This design comes from an exercise in tuning for a short achievable clock period and few clock cycles on the open sky130 flow, not from production work. The RTL was checked by simulation tests, not by an equivalence proof against the original design. Power is estimated from default activity; no workload was simulated.

==> flow/config.mk <==
export PLATFORM = sky130hd
export DESIGN_NAME = cpu
export DESIGN_NICKNAME = cpu
export VERILOG_FILES = /design/flow/design.v
export SDC_FILE = /design/flow/constraint.sdc
export NUM_CORES = 4
export LEC_CHECK = 0
export CAP_MARGIN = 20
export CORE_MARGIN = 2
export CORE_UTILIZATION = 40
export SLEW_MARGIN = 20
==> flow/constraint.sdc <==
create_clock -name core_clock -period 10.0 [get_ports {clk}]
set_input_delay 2.0000 -clock core_clock [delete_from_list [all_inputs] [get_ports {clk}]]
set_output_delay 2.0000 -clock core_clock [all_outputs]
set_load 0.01 [all_outputs]
==> flow/design.v <==
module alu (
    input      [3:0]  op,
    input      [31:0] a,
    input      [31:0] b,
    output reg [31:0] y,
    output     [31:0] sum,       
    input      [2:0]  f3,        
    output reg        cond
);
    assign sum = a + b;
    wire lt  = $signed(a) < $signed(b);
    wire ltu = a < b;
    wire eq  = a == b;
    always @* begin
        case (op)
            4'd0: y = sum;
            4'd1: y = a - b;
            4'd2: y = {31'd0, lt};
            4'd3: y = {31'd0, ltu};
            4'd4: y = a ^ b;
            4'd5: y = a | b;
            4'd6: y = a & b;
            4'd7: y = a << b[4:0];
            4'd8: y = a >> b[4:0];
            default: y = $signed(a) >>> b[4:0];
        endcase
        case (f3)
            3'b000: cond = eq;
            3'b001: cond = !eq;
            3'b100: cond = lt;
            3'b101: cond = !lt;
            3'b110: cond = ltu;
            default: cond = !ltu;
        endcase
    end
endmodule
module regfile (
    input             clk,
    input      [4:0]  rs1,
    input      [4:0]  rs2,
    output     [31:0] rv1,
    output     [31:0] rv2,
    input             we,
    input      [4:0]  rd,
    input      [31:0] wdata
);
    reg [31:0] r [1:31];
    assign rv1 = (rs1 == 5'd0) ? 32'd0 : r[rs1];
    assign rv2 = (rs2 == 5'd0) ? 32'd0 : r[rs2];
    always @(posedge clk)
        if (we && rd != 5'd0)
            r[rd] <= wdata;
endmodule
module dummydecoder (
    input  [31:0] instr,
    output        is_lui,
    output        is_auipc,
    output        is_jal,
    output        is_jalr,
    output        is_branch,
    output        is_load,
    output        is_store,
    output        is_opimm,
    output        is_op,
    output        wen,         
    output        use_rs1,
    output        use_rs2,
    output        use_imm,     
    output [3:0]  aluop,       
    output [31:0] imm_i,
    output [31:0] imm_s,
    output [31:0] imm_b,
    output [31:0] imm_u,
    output [31:0] imm_j
);
    wire [6:0] opc = instr[6:0];
    wire [2:0] f3  = instr[14:12];
    wire [4:0] rd  = instr[11:7];
    assign is_lui    = opc == 7'b0110111;
    assign is_auipc  = opc == 7'b0010111;
    assign is_jal    = opc == 7'b1101111;
    assign is_jalr   = opc == 7'b1100111 && f3 == 3'b000;
    assign is_branch = opc == 7'b1100011 && f3[2:1] != 2'b01;
    assign is_load   = opc == 7'b0000011 && f3 != 3'b011 && f3 != 3'b110 && f3 != 3'b111;
    assign is_store  = opc == 7'b0100011 && f3[2] == 1'b0 && f3 != 3'b011;
    assign is_opimm  = opc == 7'b0010011;
    assign is_op     = opc == 7'b0110011;
    assign wen = (rd != 5'd0) && (is_lui | is_auipc | is_jal | is_jalr | is_load | is_opimm | is_op);
    assign use_rs1 = is_jalr | is_branch | is_load | is_store | is_opimm | is_op;
    assign use_rs2 = is_branch | is_store | is_op;
    assign use_imm = is_opimm | is_load | is_store | is_jalr;
    reg [3:0] op;
    always @* begin
        if (is_opimm | is_op) begin
            case (f3)
                3'b000: op = (is_op & instr[30]) ? 4'd1 : 4'd0;
                3'b001: op = 4'd7;
                3'b010: op = 4'd2;
                3'b011: op = 4'd3;
                3'b100: op = 4'd4;
                3'b101: op = instr[30] ? 4'd9 : 4'd8;
                3'b110: op = 4'd5;
                default: op = 4'd6;
            endcase
        end else
            op = 4'd0;                        
    end
    assign aluop = op;
    assign imm_i = {{20{instr[31]}}, instr[31:20]};
    assign imm_s = {{20{instr[31]}}, instr[31:25], instr[11:7]};
    assign imm_b = {{20{instr[31]}}, instr[7], instr[30:25], instr[11:8], 1'b0};
    assign imm_u = {instr[31:12], 12'd0};
    assign imm_j = {{12{instr[31]}}, instr[19:12], instr[20], instr[30:21], 1'b0};
endmodule
module cpu (
    input         clk,
    input         reset,
    output [31:0] iaddr,
    input  [31:0] idata,
    output [31:0] daddr,
    input  [31:0] drdata,
    output [31:0] dwdata,
    output [3:0]  dwe
);
    reg  [31:0] pc;
    reg         e_valid;
    reg  [31:0] e_pc, e_pc4, e_target, e_aux, e_rv1, e_rv2, e_imm;
    reg  [4:0]  e_rs1, e_rs2, e_rd;
    reg  [3:0]  e_aluop;
    reg  [2:0]  e_f3;
    reg         e_use_imm, e_use_aux, e_is_branch, e_is_jalr, e_is_load, e_is_store, e_wen;
    reg         e_pred, e_hit;
    reg  [1:0]  e_ctr;
    reg         m_wen, m_is_load;
    reg  [4:0]  m_rd;
    reg  [2:0]  m_f3;
    reg  [31:0] m_val, m_daddr, m_dwdata;
    reg  [3:0]  m_dwe;
    reg         w_wen;
    reg  [4:0]  w_rd;
    reg  [31:0] w_val;
    reg         pht_v   [0:15];
    reg  [25:0] pht_tag [0:15];
    reg  [1:0]  pht_ctr [0:15];
    wire f_lui, f_auipc, f_jal, f_jalr, f_branch, f_load, f_store, f_opimm, f_op;
    wire f_wen, f_use_rs1, f_use_rs2, f_use_imm;
    wire [3:0]  f_aluop;
    wire [31:0] imm_i, imm_s, imm_b, imm_u, imm_j;
    dummydecoder dec (
        .instr(idata), .is_lui(f_lui), .is_auipc(f_auipc), .is_jal(f_jal), .is_jalr(f_jalr),
        .is_branch(f_branch), .is_load(f_load), .is_store(f_store), .is_opimm(f_opimm),
        .is_op(f_op), .wen(f_wen), .use_rs1(f_use_rs1), .use_rs2(f_use_rs2),
        .use_imm(f_use_imm), .aluop(f_aluop),
        .imm_i(imm_i), .imm_s(imm_s), .imm_b(imm_b), .imm_u(imm_u), .imm_j(imm_j)
    );
    wire [4:0] f_rs1 = idata[19:15];
    wire [4:0] f_rs2 = idata[24:20];
    wire [4:0] f_rd  = idata[11:7];
    wire [31:0] f_pc4    = pc + 32'd4;
    wire [31:0] f_target = pc + (f_jal ? imm_j : f_auipc ? imm_u : imm_b);
    wire [31:0] f_aux    = f_lui ? imm_u : f_auipc ? f_target : f_pc4;
    wire [3:0]  p_idx = pc[5:2];
    wire        p_hit = pht_v[p_idx] && pht_tag[p_idx] == pc[31:6];
    wire [1:0]  p_ctr = pht_ctr[p_idx];
    wire        f_pred = f_jal | (f_branch & (p_hit ? p_ctr[1] : idata[31]));
    wire [31:0] f_rv1, f_rv2;
    wire        m_we;
    wire [31:0] m_wdata;
    regfile rf (
        .clk(clk), .rs1(f_rs1), .rs2(f_rs2), .rv1(f_rv1), .rv2(f_rv2),
        .we(m_we), .rd(m_rd), .wdata(m_wdata)
    );
    wire stall = e_valid & e_is_load & e_wen &
                 ((f_use_rs1 & (f_rs1 == e_rd)) | (f_use_rs2 & (f_rs2 == e_rd)));
    wire [31:0] fa = (m_wen && m_rd == e_rs1) ? m_val :
                     (w_wen && w_rd == e_rs1) ? w_val : e_rv1;
    wire [31:0] fb = (m_wen && m_rd == e_rs2) ? m_val :
                     (w_wen && w_rd == e_rs2) ? w_val : e_rv2;
    wire [31:0] opb = e_use_imm ? e_imm : fb;
    wire [31:0] alu_y, alu_sum;
    wire        cond;
    alu ex (.op(e_aluop), .a(fa), .b(opb), .y(alu_y), .sum(alu_sum), .f3(e_f3), .cond(cond));
    wire        redirect = e_valid & (e_is_jalr | (e_is_branch & (cond != e_pred)));
    wire [31:0] rpc = e_is_jalr ? {alu_sum[31:1], 1'b0} : cond ? e_target : e_pc4;
    wire [31:0] e_result = e_use_aux ? e_aux : alu_y;
    reg  [3:0]  st_mask;
    reg  [31:0] st_data;
    always @* begin
        case (e_f3[1:0])
            2'b00: begin
                st_data = {4{fb[7:0]}};
                st_mask = 4'b0001 << alu_sum[1:0];
            end
            2'b01: begin
                st_data = {2{fb[15:0]}};
                st_mask = (alu_sum[1:0] == 2'b10) ? 4'b1100 : 4'b0011;
            end
            default: begin
                st_data = fb;
                st_mask = 4'b1111;
            end
        endcase
    end
    reg [31:0] ld;
    always @* begin
        case (m_f3)
            3'b000: case (m_daddr[1:0])
                        2'b00: ld = {{24{drdata[7]}},  drdata[7:0]};
                        2'b01: ld = {{24{drdata[15]}}, drdata[15:8]};
                        2'b10: ld = {{24{drdata[23]}}, drdata[23:16]};
                        default: ld = {{24{drdata[31]}}, drdata[31:24]};
                    endcase
            3'b001: ld = (m_daddr[1:0] == 2'b10) ? {{16{drdata[31]}}, drdata[31:16]}
                                                 : {{16{drdata[15]}}, drdata[15:0]};
            3'b100: case (m_daddr[1:0])
                        2'b00: ld = {24'd0, drdata[7:0]};
                        2'b01: ld = {24'd0, drdata[15:8]};
                        2'b10: ld = {24'd0, drdata[23:16]};
                        default: ld = {24'd0, drdata[31:24]};
                    endcase
            3'b101: ld = (m_daddr[1:0] == 2'b10) ? {16'd0, drdata[31:16]} : {16'd0, drdata[15:0]};
            default: ld = drdata;
        endcase
    end
    assign m_we    = m_wen;
    assign m_wdata = m_is_load ? ld : m_val;
    assign iaddr  = pc;
    assign daddr  = m_daddr;
    assign dwdata = m_dwdata;
    assign dwe    = reset ? 4'b0000 : m_dwe;
    always @(posedge clk) begin
        if (reset)
            pc <= 32'd0;
        else if (redirect)
            pc <= rpc;
        else if (!stall)
            pc <= f_pred ? f_target : f_pc4;
    end
    always @(posedge clk) begin
        if (reset || redirect || stall)
            e_valid <= 1'b0;
        else
            e_valid <= 1'b1;
        e_pc      <= pc;
        e_pc4     <= f_pc4;
        e_target  <= f_target;
        e_aux     <= f_aux;
        e_rv1     <= f_rv1;
        e_rv2     <= f_rv2;
        e_imm     <= f_store ? imm_s : imm_i;
        e_rs1     <= f_rs1;
        e_rs2     <= f_rs2;
        e_rd      <= f_rd;
        e_aluop   <= f_aluop;
        e_f3      <= idata[14:12];
        e_use_imm <= f_use_imm;
        e_use_aux <= f_lui | f_auipc | f_jal | f_jalr;
        e_is_branch <= f_branch;
        e_is_jalr <= f_jalr;
        e_is_load <= f_load;
        e_is_store <= f_store;
        e_wen     <= f_wen;
        e_pred    <= f_pred;
        e_hit     <= p_hit;
        e_ctr     <= p_ctr;
    end
    always @(posedge clk) begin
        if (reset) begin
            m_wen     <= 1'b0;
            m_is_load <= 1'b0;
            m_dwe     <= 4'b0000;
            w_wen     <= 1'b0;
        end else begin
            m_wen     <= e_valid & e_wen;
            m_is_load <= e_valid & e_is_load;
            m_dwe     <= (e_valid & e_is_store) ? st_mask : 4'b0000;
            w_wen     <= m_wen;
        end
        m_rd     <= e_rd;
        m_f3     <= e_f3;
        m_val    <= e_result;
        m_daddr  <= alu_sum;
        m_dwdata <= st_data;
        w_rd     <= m_rd;
        w_val    <= m_wdata;
    end
    integer k;
    always @(posedge clk) begin
        if (reset) begin
            for (k = 0; k < 16; k = k + 1)
                pht_v[k] <= 1'b0;
        end else if (e_valid && e_is_branch) begin
            pht_v[e_pc[5:2]]   <= 1'b1;
            pht_tag[e_pc[5:2]] <= e_pc[31:6];
            if (!e_hit)
                pht_ctr[e_pc[5:2]] <= cond ? 2'b10 : 2'b01;
            else if (cond)
                pht_ctr[e_pc[5:2]] <= (e_ctr == 2'b11) ? 2'b11 : e_ctr + 2'b01;
            else
                pht_ctr[e_pc[5:2]] <= (e_ctr == 2'b00) ? 2'b00 : e_ctr - 2'b01;
        end
    end
endmodule
==> flow/run.sh <==
#!/bin/bash
# synth_recipe.tcl (not shown) runs the flow's synth.tcl, then flattens the netlist and writes it again
# the make line also repeats each setting of config.mk as NAME=value (left out here)
make -C /OpenROAD-flow-scripts/flow DESIGN_CONFIG=/design/flow/config.mk WORK_HOME=/design/flow/orfs CLKGATE_MAP_FILE= SYNTH_SCRIPT=/design/flow/synth_recipe.tcl finish
==> reports/metrics.cfg, run 1 <==
[worst_setup_path]
crit_path_start_kind=flip-flop
timing.setup.critical_path_class=reg2reg
ff2ff_setup_slack_ps=2560
worstPathMaxFanout=38
worst-endpoint-required_ps=10740
cp-end-kind=flip-flop
timing.reg2reg.worst_path_depth=19
reg2reg_from=m_rd[3]$_DFF_P_
cp_data_arrival_time_ps=8180

[detailed_routing]
avgRoutedWirePerCell_um=34.5
route.antenna.remaining_nets=0
finalWirelength_um=336000
detailroute.via_count=61800
drt-pass1-iter-count=6
detail_route.iter0.violations=8123
count_of_unresolved_drc_violations_after_routing=0
vias_per_cell=6.35

[floorplanning]
die_h_um=480
initial_core_util_pct=40.3
rows=174
pin_count=166
fp.dieW_um=480
floorplan.die_area_um2=231000
fp.coreArea_um2=225000

[sta]
timing.clock.skew_ps=69.8
report.final.setup_viol=0
finalCritPeriodShare_pct=74.4
final-hold-violation-count=0
timing_worst_slew_pin_value_ps=1200
timing.setup.tns_ps=0
timing.final.crit_period_ps=7440
fmaxAchievable_mhz=134
finalMaxSlewViolations=0
worst_hold_slack_ps=446
unrepaired_setup_endpoints_after_global_routing=no
max-slew-margin-rel_pct=19.8

[placement]
post-dp-hpwl_um=221000
routabilityCongestion=0.998
port-buffer-count=165
place_inst=9359

[cells_and_area]
synth_to_layout_area_growth_pct=14.0
final_common_cell=sky130_fd_sc_hd__edfxtp_1
num-fill-cells=19600
instances_no_fill=9728
drive_gt1_share_pct=21.0
nets=6760
layout_common_cells=sky130_fd_sc_hd__edfxtp_1 (1440), sky130_fd_sc_hd__mux4_2 (658), sky130_fd_sc_hd__nor2_1 (483), sky130_fd_sc_hd__dfxtp_1 (430), sky130_fd_sc_hd__a21oi_1 (367)

[synth]
ys_top_cells_by_area=sky130_fd_sc_hd__edfxtp_1 (48%), sky130_fd_sc_hd__mux4_2 (16%), sky130_fd_sc_hd__dfxtp_1 (9.6%)
post_synth.cell_area_avg_um2=14.1
synth-edff-count=1440
synth.cell_area_um2=90800
synth_ff_type=sky130_fd_sc_hd__edfxtp_1
synth_async_sr_flop_share_pct=0
postSynthCellCount=6431
yosys.area.top_type=sky130_fd_sc_hd__edfxtp_1
ys_warn_count=4
ys_seq_elements=1875
synth-seq-area-share_pct=57.2
mappedNetlistNets=6628
synthDistinctLibCells=90
synth.top_cell.area_share_pct=47.6

[grt]
wire_length_of_the_first_global_routing_pass_um=468000
first_global_vias=59500
gr-total-overflow=0
total_track_usage_pct=28.7
grt_max_degree=137
initial_antenna_violation_count=27

[min_path]
whs_endpoint=pht_v[12]$_DFF_P_
hold_path.class=reg2reg
hold_start=pht_v[12]$_DFF_P_
min_delay_path_depth=1

[power]
power.internal_mw=15.0
pwr-share-seq_pct=43.9
power.switching_fraction_pct=30.8
p_leak_nw=35.4
vdd.ir_drop.worst_uv=157
p_sw_mw=6.68
pwr_density_cell_nw_per_um2=210
comb_power_share_pct=21.8
clock_power_share_pct=34.2

[clocking]
cts_hold_buffers=0
worstSkewPairLatency_ps=850
cts.sinks=1875
postCtsResizedCells=0
cts_inserted_buffers=194
cts.clk_slew.worst_paths_ps=60
cts_buffer_depth=3
tritoncts_clock_tree=done
clock_tree.htree_level_count=4
clock_root_buffer=sky130_fd_sc_hd__clkbuf_16
post_cts_buffers=0

[job]
cap_violations=0

[status]
outcome=no timing/DRC/antenna violations

-- sequential cells by signal (all words and copies together), names as in the netlist, 12 cells and up, named ones only --
| signal | count |
|---|---|
| e_aux | 32 |
| rf.r | 992 |
| e_pc4 | 31 |
| pht_ctr | 32 |
| m_daddr | 32 |
| e_rv2 | 32 |
| pc | 32 |
| e_pc | 30 |
| pht_tag | 416 |
| pht_v | 16 |
| m_dwdata | 32 |
| m_val | 32 |
| w_val | 32 |
| e_rv1 | 32 |
| e_target | 32 |
| e_imm | 12 |
-- cell usage after synthesis (23+ instances only) --
master,number
sky130_fd_sc_hd__o22ai_1,42
sky130_fd_sc_hd__xor2_1,50
sky130_fd_sc_hd__nor2b_1,40
sky130_fd_sc_hd__buf_2,25
sky130_fd_sc_hd__buf_1,83
sky130_fd_sc_hd__nand2_1,257
sky130_fd_sc_hd__nand3_1,117
sky130_fd_sc_hd__o211ai_1,34
sky130_fd_sc_hd__nand4_1,24
sky130_fd_sc_hd__and2_1,28
sky130_fd_sc_hd__a221oi_1,35
sky130_fd_sc_hd__nor4_1,25
sky130_fd_sc_hd__o21a_1,23
sky130_fd_sc_hd__nor3_1,96
sky130_fd_sc_hd__ha_1,128
sky130_fd_sc_hd__mux4_2,658
sky130_fd_sc_hd__o221ai_1,53
sky130_fd_sc_hd__mux2_2,46
sky130_fd_sc_hd__dfxtp_1,435
sky130_fd_sc_hd__edfxtp_1,1440
sky130_fd_sc_hd__clkbuf_1,344
sky130_fd_sc_hd__a211oi_1,97
sky130_fd_sc_hd__inv_1,176
sky130_fd_sc_hd__nand2b_1,35
sky130_fd_sc_hd__xnor2_1,125
sky130_fd_sc_hd__a31oi_1,58
sky130_fd_sc_hd__a21oi_1,392
sky130_fd_sc_hd__mux2i_1,366
sky130_fd_sc_hd__nor2_1,533
sky130_fd_sc_hd__o21ai_0,222
sky130_fd_sc_hd__a21o_1,72
-- cells by family after synthesis --
logic type	Yosys count	share of synthesized area (%)
XOR/XNOR	175	1.69
AND/OR/NAND/NOR	1243	6.19
buffers and inverters	658	2.89
AO/OA/AOI/OAI	1277	9.21
flip-flops	1875	57.2
multiplexers	1072	21.0
adder cells (fa/ha/maj)	131	1.83
-- per-stage QoR --
step           utilization, %  area (µm²)  power, mW  setup WS (ps)
2_1_floorplan               -       90800       12.1           3760
3_3_place_gp             43.0       96800       14.3           2270
3_5_place_dp             43.0       96800       14.3           2130
4_1_cts                  45.9      103000       21.7           2860
5_1_grt                  46.0      103000       22.4           2200
6_report                 46.0      104000       21.7           2560
-- area by class of cell --
type	count	area [µm²]	area share (%)
sequential	1875	52000	50.2
multi-input combinational	3898	36900	35.7
clock buffer	261	5430	5.24
tap	2992	3740	3.62
timing repair buffer	410	3560	3.44
clock inverter	99	1190	1.15
inverter	184	691	0.667
antenna	9	22.5	0.0218
-- power by group through the flow --
stage	clock [mW]	sequential (mW)	combinational, mW
4_1_cts	7.55	9.54	4.64
5_1_grt	7.85	9.56	4.94
3_3_place_gp	0	9.70	4.59
3_5_place_dp	0	9.70	4.62
6_report	7.43	9.54	4.74
2_1_floorplan	0	9.62	2.47
-- worst max-delay path: stages (launching register included) --
cell                        delay, ps
sky130_fd_sc_hd__dfxtp_1          510
sky130_fd_sc_hd__xnor2_1          180
sky130_fd_sc_hd__nand4_1          300
sky130_fd_sc_hd__nor2_4           480
sky130_fd_sc_hd__buf_4            420
sky130_fd_sc_hd__nor2_1           110
sky130_fd_sc_hd__a21oi_1          700
sky130_fd_sc_hd__nor2_1            80
sky130_fd_sc_hd__nor2_1           360
sky130_fd_sc_hd__ha_1             450
sky130_fd_sc_hd__nand4bb_1        380
sky130_fd_sc_hd__nor4_1           350
sky130_fd_sc_hd__nand4_1          320
sky130_fd_sc_hd__or2_2            370
sky130_fd_sc_hd__a32oi_1          560
sky130_fd_sc_hd__nor4_1           200
sky130_fd_sc_hd__or3b_2           840
sky130_fd_sc_hd__o211ai_1         220
sky130_fd_sc_hd__o41ai_1          100
sky130_fd_sc_hd__nor4_1           380
-- worst max path at each step --
| stage | depth (start not counted) | endpoint | from | slack, ps |
|---|---|---|---|---|
| 6_report | 19 | flip-flop | m_rd[3]$_DFF_P_ | 2560 |
| 5_1_grt | 20 | pc[2]$_SDFFE_PP0N_ | m_rd[3]$_DFF_P_ | 2200 |
| 4_1_cts | 20 | flip-flop | m_rd[3]$_DFF_P_ | 2860 |
| 3_5_place_dp | 19 | pc[30]$_SDFFE_PP0N_ | idata[1] | 2130 |
| 3_3_place_gp | 19 | pc[30]$_SDFFE_PP0N_ | idata[1] | 2270 |
| 2_1_floorplan | 18 | pc[19]$_SDFFE_PP0N_ | idata[20] | 3760 |
-- layer usage --
metal	track usage (%)	up-vias	share of wire, %
met5	0	-	0.011
met4	12.7	6	5.0
met3	4.53	569	8.1
met2	44.5	3231	46
met1	39.9	32300	41
li1	-	25600	-
Testbench counts, summed over its fixed seeds: cycles 98,960.
==> inputs of run 2 (changes only) <==
--- a/flow/design.v
+++ b/flow/design.v
@@ -132,5 +132,5 @@
     reg         e_pred, e_hit;
     reg  [1:0]  e_ctr;
-    reg         m_wen, m_is_load;
+    reg         m_wen, m_is_load, m_aux;
     reg  [4:0]  m_rd;
     reg  [2:0]  m_f3;
@@ -163,5 +163,12 @@
     wire        p_hit = pht_v[p_idx] && pht_tag[p_idx] == pc[31:6];
     wire [1:0]  p_ctr = pht_ctr[p_idx];
-    wire        f_pred = f_jal | (f_branch & (p_hit ? p_ctr[1] : idata[31]));
+    wire        f_pred_br = f_jal | (f_branch & (p_hit ? p_ctr[1] : idata[31]));
+    wire        e_fuse = e_valid & e_use_aux & e_wen & (f_rs1 == e_rd);
+    wire        m_fuse = m_aux & (f_rs1 == m_rd);
+    wire        e_hits = e_valid & e_wen & (f_rs1 == e_rd);
+    wire        f_jfuse = f_jalr & (e_fuse | (~e_hits & m_fuse));
+    wire [31:0] f_jbase = e_hits ? e_aux : m_val;
+    wire [31:0] f_jsum  = f_jbase + imm_i;
+    wire        f_pred = f_pred_br | f_jfuse;
     wire [31:0] f_rv1, f_rv2;
     wire        m_we;
@@ -181,5 +188,5 @@
     wire        cond;
     alu ex (.op(e_aluop), .a(fa), .b(opb), .y(alu_y), .sum(alu_sum), .f3(e_f3), .cond(cond));
-    wire        redirect = e_valid & (e_is_jalr | (e_is_branch & (cond != e_pred)));
+    wire        redirect = e_valid & ((e_is_jalr & ~e_pred) | (e_is_branch & (cond != e_pred)));
     wire [31:0] rpc = e_is_jalr ? {alu_sum[31:1], 1'b0} : cond ? e_target : e_pc4;
     wire [31:0] e_result = e_use_aux ? e_aux : alu_y;
@@ -235,5 +242,5 @@
             pc <= rpc;
         else if (!stall)
-            pc <= f_pred ? f_target : f_pc4;
+            pc <= f_jfuse ? {f_jsum[31:1], 1'b0} : f_pred_br ? f_target : f_pc4;
     end
     always @(posedge clk) begin
@@ -269,4 +276,5 @@
             m_wen     <= 1'b0;
             m_is_load <= 1'b0;
+            m_aux     <= 1'b0;
             m_dwe     <= 4'b0000;
             w_wen     <= 1'b0;
@@ -274,4 +282,5 @@
             m_wen     <= e_valid & e_wen;
             m_is_load <= e_valid & e_is_load;
+            m_aux     <= e_valid & e_wen & e_use_aux;
             m_dwe     <= (e_valid & e_is_store) ? st_mask : 4'b0000;
             w_wen     <= m_wen;
--- a/flow/config.mk
+++ b/flow/config.mk
@@ -6,6 +6,9 @@
 export NUM_CORES = 4
 export LEC_CHECK = 0
+export ABC_CLOCK_PERIOD_IN_PS = 3500
 export CAP_MARGIN = 20
 export CORE_MARGIN = 2
 export CORE_UTILIZATION = 40
+export SETUP_SLACK_MARGIN = 5
 export SLEW_MARGIN = 20
+export TNS_END_PERCENT = 100
==> run 2 against run 1 <==
Effect of this change: first-iteration DRC count increased by 12%; synthesized area increased by 2.3%; global-route usage increased by 3.0 points; combinational power increased by 28%; count of clock-buffer cells in the layout decreased by 4; fmax increased by 33%; sequential power increased by 1%; largest cell class unchanged; synthesized cell count increased by 4.7%; highest routed layer unchanged; still clean; power increased by 7.9%; clock power increased by 3.8%; register-to-register slack improved by 1800 ps; largest power group unchanged.
==> reports/metrics.cfg, run 2 <==
[status]
outcome=no timing/DRC/antenna violations

[synth]
synthMostInstantiatedCell=sky130_fd_sc_hd__edfxtp_1
synthDistinctLibCells=102
ys_warn_count=4
synth-edff-count=1440
synth-seq-area-share_pct=55.9
synth_compound_gate_area_share_pct=9.53
mappedNetlistNets=6962
synth.cell_area_um2=92900
synth_commonest_cells=sky130_fd_sc_hd__edfxtp_1 (1440), sky130_fd_sc_hd__mux4_2 (660), sky130_fd_sc_hd__nor2_1 (517)
post_synth.cell_area_avg_um2=13.8
postSynthCellCount=6734
largest_family_of_logic_cells_by_synthesized_area=multiplexers
synth_async_sr_flop_share_pct=0
ys_seq_elements=1876
post_synth_mux_area_share_pct=20.6
yosys.area.top_type=sky130_fd_sc_hd__edfxtp_1
post_synth_fa_ha_maj_area_fraction_pct=2.23
synthSimpleGateAreaFrac_pct=7.15
synth_ff_type=sky130_fd_sc_hd__edfxtp_1
synthXorXnorAreaFrac_pct=1.73
synth.top_cell.area_share_pct=46.5
ys_top_cells_by_area=sky130_fd_sc_hd__edfxtp_1 (47%), sky130_fd_sc_hd__mux4_2 (16%), sky130_fd_sc_hd__dfxtp_1 (9.4%)

[cells_and_area]
largest_reg_flops=992
final_common_cell=sky130_fd_sc_hd__edfxtp_1
final-seq-area_um2=52000
num-fill-cells=19600
layout_common_cells=sky130_fd_sc_hd__edfxtp_1 (1440), sky130_fd_sc_hd__mux4_2 (660), sky130_fd_sc_hd__buf_4 (439), sky130_fd_sc_hd__nor2_1 (435), sky130_fd_sc_hd__dfxtp_1 (416)
synth_to_layout_area_growth_pct=21.2
drive_gt1_share_pct=30.3
multi_input_gate_area_um2=42300
max_flop_register=rf.r
nets=7425

[detailed_routing]
detailroute.via_count=68300
finalWirelength_um=382000
vias_per_cell=6.56
detail_route.iter0.violations=9095
avgRoutedWirePerCell_um=36.7
count_of_unresolved_drc_violations_after_routing=0
route.antenna.remaining_nets=0
drt-pass1-iter-count=6

[worst_setup_path]
cp-end-kind=flip-flop
cp_data_arrival_time_ps=6340
timing.setup.critical_path_class=reg2reg
worst_path_largest_cell_delay_ps=510
crit_path_start_kind=flip-flop
critPathSlowestCell=sky130_fd_sc_hd__or4_4
cell_occurring_most_often_along_the_worst_timing_path=sky130_fd_sc_hd__buf_4
worst-endpoint-required_ps=10730
worstPathMaxFanout=7

[sta]
fmaxAchievable_mhz=178
timing_worst_slew_pin_value_ps=1270
postLayoutSetupSlackWorst_ps=4390
report.final.setup_viol=0
timing.setup.tns_ps=0
finalCritPeriodShare_pct=56.1
unrepaired_setup_endpoints_after_global_routing=yes
timing.final.crit_period_ps=5610
finalMaxSlewViolations=0
timing.clock.skew_ps=84.1
worst_hold_slack_ps=400
max-slew-margin-rel_pct=14.6
final-hold-violation-count=0

[placement]
routabilityCongestion=1.04
preCtsSetupSlack_ps=2240
post-dp-hpwl_um=240000
port-buffer-count=165

[grt]
gr-total-overflow=0
initial_antenna_violation_count=30
grt_max_degree=118
wire_length_of_the_first_global_routing_pass_um=525000
first_global_vias=65800
total_track_usage_pct=31.6

[clocking]
cts_inserted_buffers=199
clock_tree.htree_level_count=4
cts_buffer_depth=3
worstSkewPairLatency_ps=900
cts.clk_slew.worst_paths_ps=60
cts.sinks=1876
tritoncts_clock_tree=done
clock_root_buffer=sky130_fd_sc_hd__clkbuf_16
cts_hold_buffers=0

[floorplanning]
die_h_um=486
pin_count=166
rows=176
floorplan.die_area_um2=236000
initial_core_util_pct=40.3
fp.coreArea_um2=230000
fp.dieW_um=486

[power]
pwr_density_cell_nw_per_um2=208
vdd.ir_drop.worst_uv=183
p_leak_nw=38.6

[min_path]
hold_path.class=reg2reg

[job]
cap_violations=0

## run 2: changes by cell type after synthesis, moves of 19 or more
cell and change:
sky130_fd_sc_hd__a211oi_1 -58, sky130_fd_sc_hd__a21oi_1 +25, sky130_fd_sc_hd__a31oi_1 +19, sky130_fd_sc_hd__ha_1 +30, sky130_fd_sc_hd__inv_1 -21, sky130_fd_sc_hd__mux2_2 +34
sky130_fd_sc_hd__mux2i_1 -45, sky130_fd_sc_hd__nand2_1 +56, sky130_fd_sc_hd__nand3_1 +72, sky130_fd_sc_hd__o211ai_1 +22, sky130_fd_sc_hd__o21ai_0 +74
## run 2: cells by family (layout without fill, tap and decap cells)
kind of cell / Yosys count / in the layout
compound gates: 1376 / 1379
mux: 1067 / 1067
other cells: 0 / 12
buf+inv: 637 / 1259
flops: 1876 / 1876
fa+ha+maj: 163 / 163
simple gates: 1431 / 1438
xor+xnor: 184 / 184
## run 2: power by group
| part | leakage (nW) | internal [mW] | total [mW] | switching (mW) |
|---|---|---|---|---|
| sequential | 16.4 | 9.23 | 9.67 | 0.434 |
| clock | 3.31 | 4.38 | 7.71 | 3.33 |
| combinational | 18.8 | 2.19 | 6.06 | 3.87 |
## run 2: per-stage QoR
step	power, mW	instance area, µm²	cells	util [%]
CTS	23.1	111000	10300	48.1
finish	23.4	113000	10400	48.9
detailed placement	14.9	99500	9720	43.2
global placement	14.8	99400	9720	43.2
floorplan	12.4	93500	6734	-
global route	24.0	113000	10400	48.9
## run 2: worst paths after layout
kind,start,to,slack (ps),depth (start not counted)
max,w_rd[4]$_DFF_P_,flip-flop,4390,26
min reg2reg,pc[0]$_SDFFE_PP0P_,e_target[0]$_DFF_P_,400,0
min,pc[0]$_SDFFE_PP0P_,e_target[0]$_DFF_P_,400,0
max reg2reg,w_rd[4]$_DFF_P_,flip-flop,4390,26
## run 2: repair_timing
item,in CTS,in global routing
resized for setup,534,230
pin swaps,170,132
gates cloned,22,1
setup endpoints to repair,196,136
buffers inserted,198,81
## run 2: critical path: cells and delay by family, from the launching register on
family | cells | cell delay (ps)
simple gates | 9 | 1870
mux | 1 | 210
xor+xnor | 1 | 170
buf+inv | 7 | 1060
flops | 1 | 340
fa+ha+maj | 1 | 170
compound gates | 7 | 1640
## run 2: layer usage
| layer | GRT usage [%] | up-vias | share of wire [%] |
|---|---|---|---|
| li1 | - | 27500 | - |
| met1 | 41.9 | 35500 | 39 |
| met2 | 47.7 | 4215 | 44 |
| met3 | 6.38 | 1035 | 9.5 |
| met4 | 20.0 | 10 | 7.6 |
| met5 | 0 | - | 0.018 |
## run 2: layout make-up
class / count / share of cell area (%)
flip-flops and latches: 1876 / 46.2
multi-input cells: 4231 / 37.6
repair buffers: 724 / 6.12
clock buffers: 257 / 4.82
well taps: 3026 / 3.36
clock inverters: 113 / 1.28
inverters: 164 / 0.589
diodes: 12 / 0.0267
repair inverters: 1 / 0.0144
Testbench counts of run 2, summed over its fixed seeds: cycles 98,185.

==> separate check: timing with driven ports <==
No port has a modelled driver above. Below, the same layouts with a new extraction and two added sets of constraints. Step 1 (the two cells are an assumption about what drives the block):
set clk [get_ports {clk}]
set_driving_cell -lib_cell sky130_fd_sc_hd__clkbuf_16 $clk
set_driving_cell -lib_cell sky130_fd_sc_hd__buf_2 [delete_from_list [all_inputs] $clk]
Step 2 adds t to the input delays and takes it off the output delays; t is the mean of the earliest and latest rising clock arrival at the registers after step 1. Input paths then give back, and output paths get back, about the clock's delay inside the block. Slacks: ideal ports / drivers / drivers and shift; pairs: ideal ports / drivers.
run	t (ns)	slack for setup (ns)	worst setup path after step 2	worst register clock-pin slew, ns	worst data-port slew with drivers (ns)
run 1	0.915	2.560 / 2.560 / 1.860	input to register	0.08 / 0.08	0.25
run 2	0.953	4.393 / 4.393 / 3.598	input to register	0.07 / 0.07	0.36
After both steps every run listed still meets setup and hold. For run 2, which loses most, drivers alone change the setup slack by 0.000 ns; drivers and shift together by -0.795 ns.
